This is an optimization exercise on Yosys and OpenROAD, whose aim is small area, not a production implementation. RTL that was checked went through simulation tests only; none was proved equivalent to the original.

the baseline:
==> module uart_top, before the edit <==
module uart_top (
    input         clk,
    input         reset,
    input         b_tick,        
    input         uart_rx,
    output        uart_tx,
    input         type_sw_w,     
    input  [27:0] time_bcd,
    output        op_r,
    output        op_l,
    output        op_u,
    output        op_d,
    output        op_0,
    output        op_1,
    output        op_2
);
    localparam IDLE = 2'd0, START = 2'd1, DATA = 2'd2, STOP = 2'd3;
    reg [1:0] rs;
    reg [3:0] rtc;       
    reg [2:0] rbit;
    reg [7:0] rbuf;
    wire r_idle = (rs == IDLE);
    wire r_end  = b_tick & (rtc == 4'd7);
    always @(posedge clk, posedge reset) begin
        if (reset) begin
            rs   <= IDLE;
            rtc  <= 4'd0;
            rbit <= 3'd0;
            rbuf <= 8'd0;
        end
        else begin
            if (r_idle)
                rtc <= (rtc[3] & ~rtc[1]) ? {2'b10, rtc[0], ~rtc[0]} : 4'd0;
            else
                rtc <= rtc + {3'd0, b_tick};
            case (rs)
                IDLE:  if (b_tick & ~uart_rx) rs <= START;
                START: if (r_end) rs <= DATA;
                DATA:  if (r_end) begin
                           rbuf <= {uart_rx, rbuf[7:1]};
                           rbit <= rbit + 3'd1;
                           if (rbit == 3'd7) rs <= STOP;
                       end
                STOP:  if (r_end) rs <= IDLE;
            endcase
        end
    end
    wire rx_done = r_idle & (rtc == 4'd8);
    wire cmd     = r_idle & (rtc == 4'd10);
    assign op_r = cmd & (rbuf == 8'h72);
    assign op_l = cmd & (rbuf == 8'h6C);
    assign op_u = cmd & (rbuf == 8'h75);
    assign op_d = cmd & (rbuf == 8'h64);
    assign op_0 = cmd & (rbuf == 8'h30);
    assign op_1 = cmd & (rbuf == 8'h31);
    assign op_2 = cmd & (rbuf == 8'h32);
    wire   op_s = cmd & (rbuf == 8'h73);
    localparam S_IDLE = 5'b00000, S_WAIT = 5'b00001, S_START_SPACE = 5'b01011;
    reg [4:0] ss;
    reg       s_tx_start;
    wire      running = (|ss) | s_tx_start;
    wire t_busy;
    reg  t_done;
    wire body = ss[4];
    wire [1:0] f = ss[3:2];
    wire [1:0] p = ss[1:0];
    always @(posedge clk, posedge reset) begin
        if (reset) begin
            ss         <= S_IDLE;
            s_tx_start <= 1'b0;
        end
        else begin
            s_tx_start <= 1'b0;
            if (ss == S_IDLE) begin
                if (op_s) ss <= S_WAIT;
            end
            else if (ss == S_WAIT) begin
                if (~t_busy) begin
                    s_tx_start <= 1'b1;
                    ss <= S_START_SPACE;
                end
            end
            else if (t_done) begin
                s_tx_start <= 1'b1;
                if (ss == S_START_SPACE) ss <= {4'b0110, type_sw_w};
                else ss <= ss + {3'd0, body & p[1], ~(body & p[1])};
            end
        end
    end
    reg [3:0] digit;
    always @(*) begin
        case ({f, p[0]})
            3'b000: digit = {2'b00, time_bcd[27:26]};
            3'b001: digit = time_bcd[25:22];
            3'b010: digit = {1'b0, time_bcd[21:19]};
            3'b011: digit = time_bcd[18:15];
            3'b100: digit = {1'b0, time_bcd[14:12]};
            3'b101: digit = time_bcd[11:8];
            3'b110: digit = time_bcd[7:4];
            3'b111: digit = time_bcd[3:0];
        endcase
    end
    reg [7:0] s_data;
    always @(*) begin
        if (body) begin
            if (~p[1]) s_data = {4'h3, digit};
            else case (f)
                2'd2:    s_data = 8'h2E;
                2'd3:    s_data = 8'h20;
                default: s_data = 8'h3A;
            endcase
        end
        else case (ss[3:0])
            4'b1100: s_data = 8'h53;     
            4'b1101: s_data = 8'h57;     
            4'b1110: s_data = 8'h3A;     
            4'b1011, 4'b1111: s_data = 8'h20;
            default: s_data = 8'h00;
        endcase
    end
    wire       tx_start = running ? s_tx_start : rx_done;
    wire [7:0] tx_data  = running ? s_data : rbuf;
    reg [1:0] ts;
    reg [3:0] ttc;       
    reg [2:0] tbit;      
    reg [7:0] tbuf;
    reg       txr;
    wire t_idle = (ts == IDLE);
    wire t_end  = b_tick & (&ttc);
    assign t_busy = ~t_idle;
    always @(posedge clk, posedge reset) begin
        if (reset) begin
            ts     <= IDLE;
            ttc    <= 4'd0;
            tbit   <= 3'd0;
            tbuf   <= 8'd0;
            txr    <= 1'b1;
            t_done <= 1'b0;
        end
        else begin
            ttc    <= ttc + {3'd0, b_tick & ~t_idle};
            t_done <= (ts == STOP) & t_end;
            case (ts)
                IDLE:  txr <= 1'b1;
                START: txr <= 1'b0;
                DATA:  txr <= tbuf[0];
                STOP:  txr <= 1'b1;
            endcase
            case (ts)
                IDLE:  begin
                    tbuf <= tx_data;
                    if (tx_start) ts <= START;
                end
                START: if (t_end) ts <= DATA;
                DATA:  if (t_end) begin
                    tbuf <= {1'b0, tbuf[7:1]};
                    tbit <= tbit + 3'd1;
                    if (tbit == 3'd7) ts <= STOP;
                end
                STOP:  if (t_end) ts <= IDLE;
            endcase
        end
    end
    assign uart_tx = txr;
endmodule
Settings: LEC_CHECK=0, ABC_AREA=1, CAP_MARGIN=20, CORE_MARGIN=2, CORE_UTILIZATION=40, SLEW_MARGIN=20; clock period 10.0 ns.
standard.sh (not shown) runs the stock make flow with config.mk's settings and CLKGATE_MAP_FILE= SYNTH_SCRIPT=/design/flow/synth_recipe.tcl, a recipe that flattens the netlist after the stock synthesis.
==> flow/flow/run.sh <==
#!/bin/bash
# Own layout flow: the standard synthesis, then its combinational logic
# re-mapped by ABC with area-oriented scripts (registers, their names and
# cell types untouched; the smallest of several mappings is kept), then the
# standard layout steps with a clock tree without dummy loads and with
# smaller port buffers. Each tool's output goes to a log file here.
set -euo pipefail
W=$PWD
F=$W/flow
R=$W/orfs/results/${FLOW_PLATFORM}/top_stopwatch_watch/base
LIB=$FLOW_HOME/platforms/${FLOW_PLATFORM}/lib/sky130_fd_sc_hd__tt_025C_1v80.lib

# 1. standard synthesis, unchanged
bash standard.sh synth > $W/log_1_standard_synth.log 2>&1

# 2. re-map the combinational logic with each script, keep the smallest
cp $R/1_2_yosys.v $W/1_2_yosys_standard.v
DONT_USE=$(sed -n '/DONT_USE_CELLS/,/^$/p' $FLOW_HOME/platforms/${FLOW_PLATFORM}/config.mk | grep -o 'sky130_fd_sc_hd__[A-Za-z0-9_]*' | tr '\n' ' ')
for s in a d1 d2 d3; do
  LIB=$LIB NET_IN=$W/1_2_yosys_standard.v NET_OUT=$W/1_2_yosys_resynth_$s.v TOP=$FLOW_TOP \
    STAT_PRE=$W/resynth_stat_pre_$s.txt STAT_POST=$W/resynth_stat_post_$s.txt \
    DONT_USE="$DONT_USE" ABC_SCRIPT=$F/resynth_$s.abc \
    yosys -c $F/resynth.tcl > $W/log_2_resynth_$s.log 2>&1 &
done
wait
best=""; best_area=""
for s in a d1 d2 d3; do
  area=$(grep -m1 "Chip area for module" $W/resynth_stat_post_$s.txt | awk '{print $NF}')
  echo "resynth $s: $area" >> $W/log_2_resynth_choice.log
  if [[ -z "$best" ]] || awk "BEGIN{exit !($area < $best_area)}"; then best=$s; best_area=$area; fi
done
echo "chosen: $best ($best_area)" >> $W/log_2_resynth_choice.log
cp $W/1_2_yosys_resynth_$best.v $R/1_2_yosys.v
rm -f $R/1_synth.odb $R/1_synth.sdc
touch $R/1_2_yosys.v

# 3. standard layout steps
export CTS_ARGS="-sink_clustering_enable -repair_clock_nets -dont_use_dummy_load -buf_list sky130_fd_sc_hd__clkbuf_8"
export BUFFER_PORTS_ARGS="-buffer_cell sky130_fd_sc_hd__buf_1"
bash standard.sh finish > $W/log_3_standard_layout.log 2>&1
Other scripts of this flow, unchanged in this note and not shown: flow/flow/resynth.tcl, flow/flow/resynth_a.abc, flow/flow/resynth_d1.abc, flow/flow/resynth_d2.abc, flow/flow/resynth_d3.abc
For the candidate, these inputs were changed with respect to the baseline:
diff --git a/flow/design.v b/flow/design.v
--- a/flow/design.v
+++ b/flow/design.v
@@ -247,50 +247,51 @@
     output        op_1,
     output        op_2
 );
     localparam IDLE = 2'd0, START = 2'd1, DATA = 2'd2, STOP = 2'd3;
     reg [1:0] rs;
     reg [3:0] rtc;       
-    reg [2:0] rbit;
-    reg [7:0] rbuf;
+    reg [8:0] rbuf;      
     wire r_idle = (rs == IDLE);
     wire r_end  = b_tick & (rtc == 4'd7);
     always @(posedge clk, posedge reset) begin
         if (reset) begin
             rs   <= IDLE;
             rtc  <= 4'd0;
-            rbit <= 3'd0;
-            rbuf <= 8'd0;
+            rbuf <= 9'd0;
         end
         else begin
             if (r_idle)
                 rtc <= (rtc[3] & ~rtc[1]) ? {2'b10, rtc[0], ~rtc[0]} : 4'd0;
             else
                 rtc <= rtc + {3'd0, b_tick};
             case (rs)
                 IDLE:  if (b_tick & ~uart_rx) rs <= START;
-                START: if (r_end) rs <= DATA;
+                START: if (r_end) begin
+                           rbuf <= 9'b1_0000_0000;
+                           rs <= DATA;
+                       end
                 DATA:  if (r_end) begin
-                           rbuf <= {uart_rx, rbuf[7:1]};
-                           rbit <= rbit + 3'd1;
-                           if (rbit == 3'd7) rs <= STOP;
+                           rbuf <= {uart_rx, rbuf[8:1]};
+                           if (rbuf[1]) rs <= STOP;
                        end
                 STOP:  if (r_end) rs <= IDLE;
             endcase
         end
     end
+    wire [7:0] rx_data = rbuf[8:1];
     wire rx_done = r_idle & (rtc == 4'd8);
     wire cmd     = r_idle & (rtc == 4'd10);
-    assign op_r = cmd & (rbuf == 8'h72);
-    assign op_l = cmd & (rbuf == 8'h6C);
-    assign op_u = cmd & (rbuf == 8'h75);
-    assign op_d = cmd & (rbuf == 8'h64);
-    assign op_0 = cmd & (rbuf == 8'h30);
-    assign op_1 = cmd & (rbuf == 8'h31);
-    assign op_2 = cmd & (rbuf == 8'h32);
-    wire   op_s = cmd & (rbuf == 8'h73);
+    assign op_r = cmd & (rx_data == 8'h72);
+    assign op_l = cmd & (rx_data == 8'h6C);
+    assign op_u = cmd & (rx_data == 8'h75);
+    assign op_d = cmd & (rx_data == 8'h64);
+    assign op_0 = cmd & (rx_data == 8'h30);
+    assign op_1 = cmd & (rx_data == 8'h31);
+    assign op_2 = cmd & (rx_data == 8'h32);
+    wire   op_s = cmd & (rx_data == 8'h73);
     localparam S_IDLE = 5'b00000, S_WAIT = 5'b00001, S_START_SPACE = 5'b01011;
     reg [4:0] ss;
     reg       s_tx_start;
     wire      running = (|ss) | s_tx_start;
     wire t_busy;
     reg  t_done;
@@ -349,27 +350,26 @@
             4'b1110: s_data = 8'h3A;     
             4'b1011, 4'b1111: s_data = 8'h20;
             default: s_data = 8'h00;
         endcase
     end
     wire       tx_start = running ? s_tx_start : rx_done;
-    wire [7:0] tx_data  = running ? s_data : rbuf;
+    wire [7:0] tx_data  = running ? s_data : rx_data;
     reg [1:0] ts;
     reg [3:0] ttc;       
-    reg [2:0] tbit;      
-    reg [7:0] tbuf;
+    reg [8:0] tbuf;      
     reg       txr;
     wire t_idle = (ts == IDLE);
     wire t_end  = b_tick & (&ttc);
+    wire t_last = ~(|tbuf[8:2]);     
     assign t_busy = ~t_idle;
     always @(posedge clk, posedge reset) begin
         if (reset) begin
             ts     <= IDLE;
             ttc    <= 4'd0;
-            tbit   <= 3'd0;
-            tbuf   <= 8'd0;
+            tbuf   <= 9'd0;
             txr    <= 1'b1;
             t_done <= 1'b0;
         end
         else begin
             ttc    <= ttc + {3'd0, b_tick & ~t_idle};
             t_done <= (ts == STOP) & t_end;
@@ -378,20 +378,19 @@
                 START: txr <= 1'b0;
                 DATA:  txr <= tbuf[0];
                 STOP:  txr <= 1'b1;
             endcase
             case (ts)
                 IDLE:  begin
-                    tbuf <= tx_data;
+                    tbuf <= {1'b1, tx_data};
                     if (tx_start) ts <= START;
                 end
                 START: if (t_end) ts <= DATA;
                 DATA:  if (t_end) begin
-                    tbuf <= {1'b0, tbuf[7:1]};
-                    tbit <= tbit + 3'd1;
-                    if (tbit == 3'd7) ts <= STOP;
+                    tbuf <= {1'b0, tbuf[8:1]};
+                    if (t_last) ts <= STOP;
                 end
                 STOP:  if (t_end) ts <= IDLE;
             endcase
         end
     end
     assign uart_tx = txr;
Results
Having completed the whole flow, the candidate delivered a layout that passed the timing, DRC and antenna checks.
Per the comparison of the candidate with the baseline, final area now sits lower; x dimension of the die went down by 0.94%.
Setup slack ended up 0.49 ns lower on the candidate than on the baseline.
On register-to-register slack, the baseline beats the candidate.
The baseline -> the candidate: cell count flat


Setup of before:
Another version of the RTL of top_stopwatch_watch (not shown whole).
For scale: roughly 910 cells after synthesis.
==> module uart_top, before the edit <==
module uart_top (
    input         clk,
    input         reset,
    input         b_tick,        
    input         uart_rx,
    output        uart_tx,
    input         type_sw_w,     
    input  [27:0] time_bcd,
    output        op_r,
    output        op_l,
    output        op_u,
    output        op_d,
    output        op_0,
    output        op_1,
    output        op_2
);
    localparam IDLE = 2'd0, START = 2'd1, DATA = 2'd2, STOP = 2'd3;
    reg [1:0] rs;
    reg [3:0] rtc;       
    reg [2:0] rbit;
    reg [7:0] rbuf;
    reg [1:0] rp;        
    wire r_idle = (rs == IDLE);
    wire r_end  = b_tick & (rtc == 4'd7);
    always @(posedge clk, posedge reset) begin
        if (reset) begin
            rs   <= IDLE;
            rtc  <= 4'd0;
            rbit <= 3'd0;
            rbuf <= 8'd0;
            rp   <= 2'd0;
        end
        else begin
            rtc <= r_idle ? 4'd0 : rtc + {3'd0, b_tick};
            rp  <= (rs == STOP && r_end) ? 2'd1 : rp + {1'b0, |rp};
            case (rs)
                IDLE:  if (b_tick & ~uart_rx) rs <= START;
                START: if (r_end) rs <= DATA;
                DATA:  if (r_end) begin
                           rbuf <= {uart_rx, rbuf[7:1]};
                           rbit <= rbit + 3'd1;
                           if (rbit == 3'd7) rs <= STOP;
                       end
                STOP:  if (r_end) rs <= IDLE;
            endcase
        end
    end
    wire rx_done = (rp == 2'd1);
    wire cmd     = (rp == 2'd3);
    assign op_r = cmd & (rbuf == 8'h72);
    assign op_l = cmd & (rbuf == 8'h6C);
    assign op_u = cmd & (rbuf == 8'h75);
    assign op_d = cmd & (rbuf == 8'h64);
    assign op_0 = cmd & (rbuf == 8'h30);
    assign op_1 = cmd & (rbuf == 8'h31);
    assign op_2 = cmd & (rbuf == 8'h32);
    wire   op_s = cmd & (rbuf == 8'h73);
    localparam S_IDLE = 5'b00000, S_WAIT = 5'b00001, S_START_SPACE = 5'b01011;
    reg [4:0] ss;
    reg       s_tx_start;
    reg       running;
    wire t_busy;
    reg  t_done;
    wire body = ss[4];
    wire [1:0] f = ss[3:2];
    wire [1:0] p = ss[1:0];
    always @(posedge clk, posedge reset) begin
        if (reset) begin
            ss         <= S_IDLE;
            s_tx_start <= 1'b0;
            running    <= 1'b0;
        end
        else begin
            running    <= (|ss) | op_s;
            s_tx_start <= 1'b0;
            if (ss == S_IDLE) begin
                if (op_s) ss <= S_WAIT;
            end
            else if (ss == S_WAIT) begin
                if (~t_busy) begin
                    s_tx_start <= 1'b1;
                    ss <= S_START_SPACE;
                end
            end
            else if (t_done) begin
                s_tx_start <= 1'b1;
                if (ss == S_START_SPACE) ss <= {4'b0110, type_sw_w};
                else ss <= ss + {3'd0, body & p[1], ~(body & p[1])};
            end
        end
    end
    reg [3:0] digit;
    always @(*) begin
        case ({f, p[0]})
            3'b000: digit = {2'b00, time_bcd[27:26]};
            3'b001: digit = time_bcd[25:22];
            3'b010: digit = {1'b0, time_bcd[21:19]};
            3'b011: digit = time_bcd[18:15];
            3'b100: digit = {1'b0, time_bcd[14:12]};
            3'b101: digit = time_bcd[11:8];
            3'b110: digit = time_bcd[7:4];
            3'b111: digit = time_bcd[3:0];
        endcase
    end
    reg [7:0] s_data;
    always @(*) begin
        if (body) begin
            if (~p[1]) s_data = {4'h3, digit};
            else case (f)
                2'd2:    s_data = 8'h2E;
                2'd3:    s_data = 8'h20;
                default: s_data = 8'h3A;
            endcase
        end
        else case (ss[3:0])
            4'b1100: s_data = 8'h53;     
            4'b1101: s_data = 8'h57;     
            4'b1110: s_data = 8'h3A;     
            4'b1011, 4'b1111: s_data = 8'h20;
            default: s_data = 8'h00;
        endcase
    end
    wire       tx_start = running ? s_tx_start : rx_done;
    wire [7:0] tx_data  = running ? s_data : rbuf;
    reg [1:0] ts;
    reg [3:0] ttc;       
    reg [2:0] tbit;      
    reg [7:0] tbuf;
    reg       txr;
    wire t_idle = (ts == IDLE);
    wire t_end  = b_tick & (&ttc);
    assign t_busy = ~t_idle;
    always @(posedge clk, posedge reset) begin
        if (reset) begin
            ts     <= IDLE;
            ttc    <= 4'd0;
            tbit   <= 3'd0;
            tbuf   <= 8'd0;
            txr    <= 1'b1;
            t_done <= 1'b0;
        end
        else begin
            ttc    <= ttc + {3'd0, b_tick & ~t_idle};
            t_done <= (ts == STOP) & t_end;
            case (ts)
                IDLE:  txr <= 1'b1;
                START: txr <= 1'b0;
                DATA:  txr <= tbuf[0];
                STOP:  txr <= 1'b1;
            endcase
            case (ts)
                IDLE:  begin
                    tbuf <= tx_data;
                    if (tx_start) ts <= START;
                end
                START: if (t_end) ts <= DATA;
                DATA:  if (t_end) begin
                    tbuf <= {1'b0, tbuf[7:1]};
                    tbit <= tbit + 3'd1;
                    if (tbit == 3'd7) ts <= STOP;
                end
                STOP:  if (t_end) ts <= IDLE;
            endcase
        end
    end
    assign uart_tx = txr;
endmodule
==> flow/config.mk <==
export PLATFORM = sky130hd
export DESIGN_NAME = top_stopwatch_watch
export DESIGN_NICKNAME = top_stopwatch_watch
export VERILOG_FILES = /design/flow/design.v
export SDC_FILE = /design/flow/constraint.sdc
export NUM_CORES = 4
export LEC_CHECK = 0
export ABC_AREA = 1
export CAP_MARGIN = 20
export CORE_MARGIN = 2
export CORE_UTILIZATION = 40
export SLEW_MARGIN = 20
==> flow/constraint.sdc <==
create_clock -name core_clock -period 10.0 [get_ports {clk}]
set_input_delay 2.0000 -clock core_clock [delete_from_list [all_inputs] [get_ports {clk}]]
set_output_delay 2.0000 -clock core_clock [all_outputs]
set_load 0.01 [all_outputs]
==> flow/flow/run.sh <==
#!/bin/bash
# Own layout flow: the standard synthesis, then its combinational logic
# re-mapped by ABC with an area-oriented script (registers, their names and
# cell types untouched), then the standard layout steps with a smaller clock
# tree and smaller port buffers. Each tool's output goes to a log file here.
set -euo pipefail
W=$PWD
F=$W/flow
R=$W/orfs/results/${FLOW_PLATFORM}/top_stopwatch_watch/base
LIB=$FLOW_HOME/platforms/${FLOW_PLATFORM}/lib/sky130_fd_sc_hd__tt_025C_1v80.lib

# 1. standard synthesis, unchanged
bash standard.sh synth > $W/log_1_standard_synth.log 2>&1

# 2. re-map the combinational logic
cp $R/1_2_yosys.v $W/1_2_yosys_standard.v
DONT_USE=$(sed -n '/DONT_USE_CELLS/,/^$/p' $FLOW_HOME/platforms/${FLOW_PLATFORM}/config.mk | grep -o 'sky130_fd_sc_hd__[A-Za-z0-9_]*' | tr '\n' ' ')
LIB=$LIB NET_IN=$W/1_2_yosys_standard.v NET_OUT=$W/1_2_yosys_resynth.v TOP=$FLOW_TOP \
  STAT_PRE=$W/resynth_stat_pre.txt STAT_POST=$W/resynth_stat_post.txt \
  DONT_USE="$DONT_USE" ABC_SCRIPT=$F/resynth.abc \
  yosys -c $F/resynth.tcl > $W/log_2_resynth.log 2>&1
cp $W/1_2_yosys_resynth.v $R/1_2_yosys.v
rm -f $R/1_synth.odb $R/1_synth.sdc
touch $R/1_2_yosys.v

# 3. standard layout steps
export CTS_ARGS="-sink_clustering_enable -repair_clock_nets -dont_use_dummy_load ${OWN_CTS_ARGS:--buf_list sky130_fd_sc_hd__clkbuf_8}"
export BUFFER_PORTS_ARGS="-buffer_cell sky130_fd_sc_hd__buf_1"
bash standard.sh finish > $W/log_3_standard_layout.log 2>&1
Other scripts of this flow, unchanged in this note and not shown: flow/flow/resynth.abc, flow/flow/resynth.tcl
before: full flow OK, the timing, DRC and antenna checks passed
Input-level comparison between after and before:
diff --git a/flow/design.v b/flow/design.v
--- a/flow/design.v
+++ b/flow/design.v
@@ -249,65 +249,63 @@
 );
     localparam IDLE = 2'd0, START = 2'd1, DATA = 2'd2, STOP = 2'd3;
     reg [1:0] rs;
     reg [3:0] rtc;       
     reg [2:0] rbit;
     reg [7:0] rbuf;
-    reg [1:0] rp;        
     wire r_idle = (rs == IDLE);
     wire r_end  = b_tick & (rtc == 4'd7);
     always @(posedge clk, posedge reset) begin
         if (reset) begin
             rs   <= IDLE;
             rtc  <= 4'd0;
             rbit <= 3'd0;
             rbuf <= 8'd0;
-            rp   <= 2'd0;
         end
         else begin
-            rtc <= r_idle ? 4'd0 : rtc + {3'd0, b_tick};
-            rp  <= (rs == STOP && r_end) ? 2'd1 : rp + {1'b0, |rp};
+            if (r_idle)
+                rtc <= (rtc[3] & ~rtc[1]) ? {2'b10, rtc[0], ~rtc[0]} : 4'd0;
+            else
+                rtc <= rtc + {3'd0, b_tick};
             case (rs)
                 IDLE:  if (b_tick & ~uart_rx) rs <= START;
                 START: if (r_end) rs <= DATA;
                 DATA:  if (r_end) begin
                            rbuf <= {uart_rx, rbuf[7:1]};
                            rbit <= rbit + 3'd1;
                            if (rbit == 3'd7) rs <= STOP;
                        end
                 STOP:  if (r_end) rs <= IDLE;
             endcase
         end
     end
-    wire rx_done = (rp == 2'd1);
-    wire cmd     = (rp == 2'd3);
+    wire rx_done = r_idle & (rtc == 4'd8);
+    wire cmd     = r_idle & (rtc == 4'd10);
     assign op_r = cmd & (rbuf == 8'h72);
     assign op_l = cmd & (rbuf == 8'h6C);
     assign op_u = cmd & (rbuf == 8'h75);
     assign op_d = cmd & (rbuf == 8'h64);
     assign op_0 = cmd & (rbuf == 8'h30);
     assign op_1 = cmd & (rbuf == 8'h31);
     assign op_2 = cmd & (rbuf == 8'h32);
     wire   op_s = cmd & (rbuf == 8'h73);
     localparam S_IDLE = 5'b00000, S_WAIT = 5'b00001, S_START_SPACE = 5'b01011;
     reg [4:0] ss;
     reg       s_tx_start;
-    reg       running;
+    wire      running = (|ss) | s_tx_start;
     wire t_busy;
     reg  t_done;
     wire body = ss[4];
     wire [1:0] f = ss[3:2];
     wire [1:0] p = ss[1:0];
     always @(posedge clk, posedge reset) begin
         if (reset) begin
             ss         <= S_IDLE;
             s_tx_start <= 1'b0;
-            running    <= 1'b0;
         end
         else begin
-            running    <= (|ss) | op_s;
             s_tx_start <= 1'b0;
             if (ss == S_IDLE) begin
                 if (op_s) ss <= S_WAIT;
             end
             else if (ss == S_WAIT) begin
                 if (~t_busy) begin
Notes after the runs:
Going from before to after, global-route wire length before repair +1.9%; number of filler cells placed in the layout dropped 53.
Share of cells above drive strength 1 delta for after relative to before: 0.20 points higher
Changes observed in after relative to before: overall global routing resource usage increased by 0.57 points relative to the old numbers, worst setup slack decreased by 0.76 ns relative to the old numbers.
Utilization of after is on par with before.
Diff before -> after: flip-flop and latch count went down 3, final period demand of the worst path now larger, post-route standard cell area excluding fillers decreased by 1.3% relative to the old numbers.
after ended up with fnd_data[0] as its capture point of the worst path; before ended up with U_W_HOUR.tens[0]$_DFF_PP0_.
Looking at cell with the largest stage delay on the worst path, the o32ai_1 result is from before; the nor4_1 one comes from after.
For before, only the layout was checked, not whether the RTL still works.

## port drivers added, routing unchanged
In the flow no input, the clock included, has a driving cell. The finished layouts below were timed again as built, in two steps. Step 1 (the two cells are an assumption about what drives the block):
set clk [get_ports {clk}]
set_driving_cell -lib_cell sky130_fd_sc_hd__clkbuf_16 $clk
set_driving_cell -lib_cell sky130_fd_sc_hd__buf_2 [delete_from_list [all_inputs] $clk]
Step 2 moves the port delays by t, midway between the first and last clock arrival at a register: inputs arrive t later, outputs are due t later. That takes back most of the time a late clock gives input paths. a / b / c = no drivers / after step 1 / after step 2; a / b = the first two.
run	t (ns)	setup WS [ns]	worst slew at a driven data input, ns	pins driven straight from the clock port
the baseline	0.476	2.851 / 2.865 / 2.389	0.03	1
the candidate	0.472	2.365 / 2.380 / 1.908	0.05	1
before	0.488	2.738 / 2.753 / 2.265	0.06	1
after	0.470	1.980 / 1.958 / 1.561	0.03	1
After both steps every run listed still meets setup and hold. For before, which loses most, drivers alone change the setup slack by +0.015 ns; drivers and shift together by -0.473 ns.
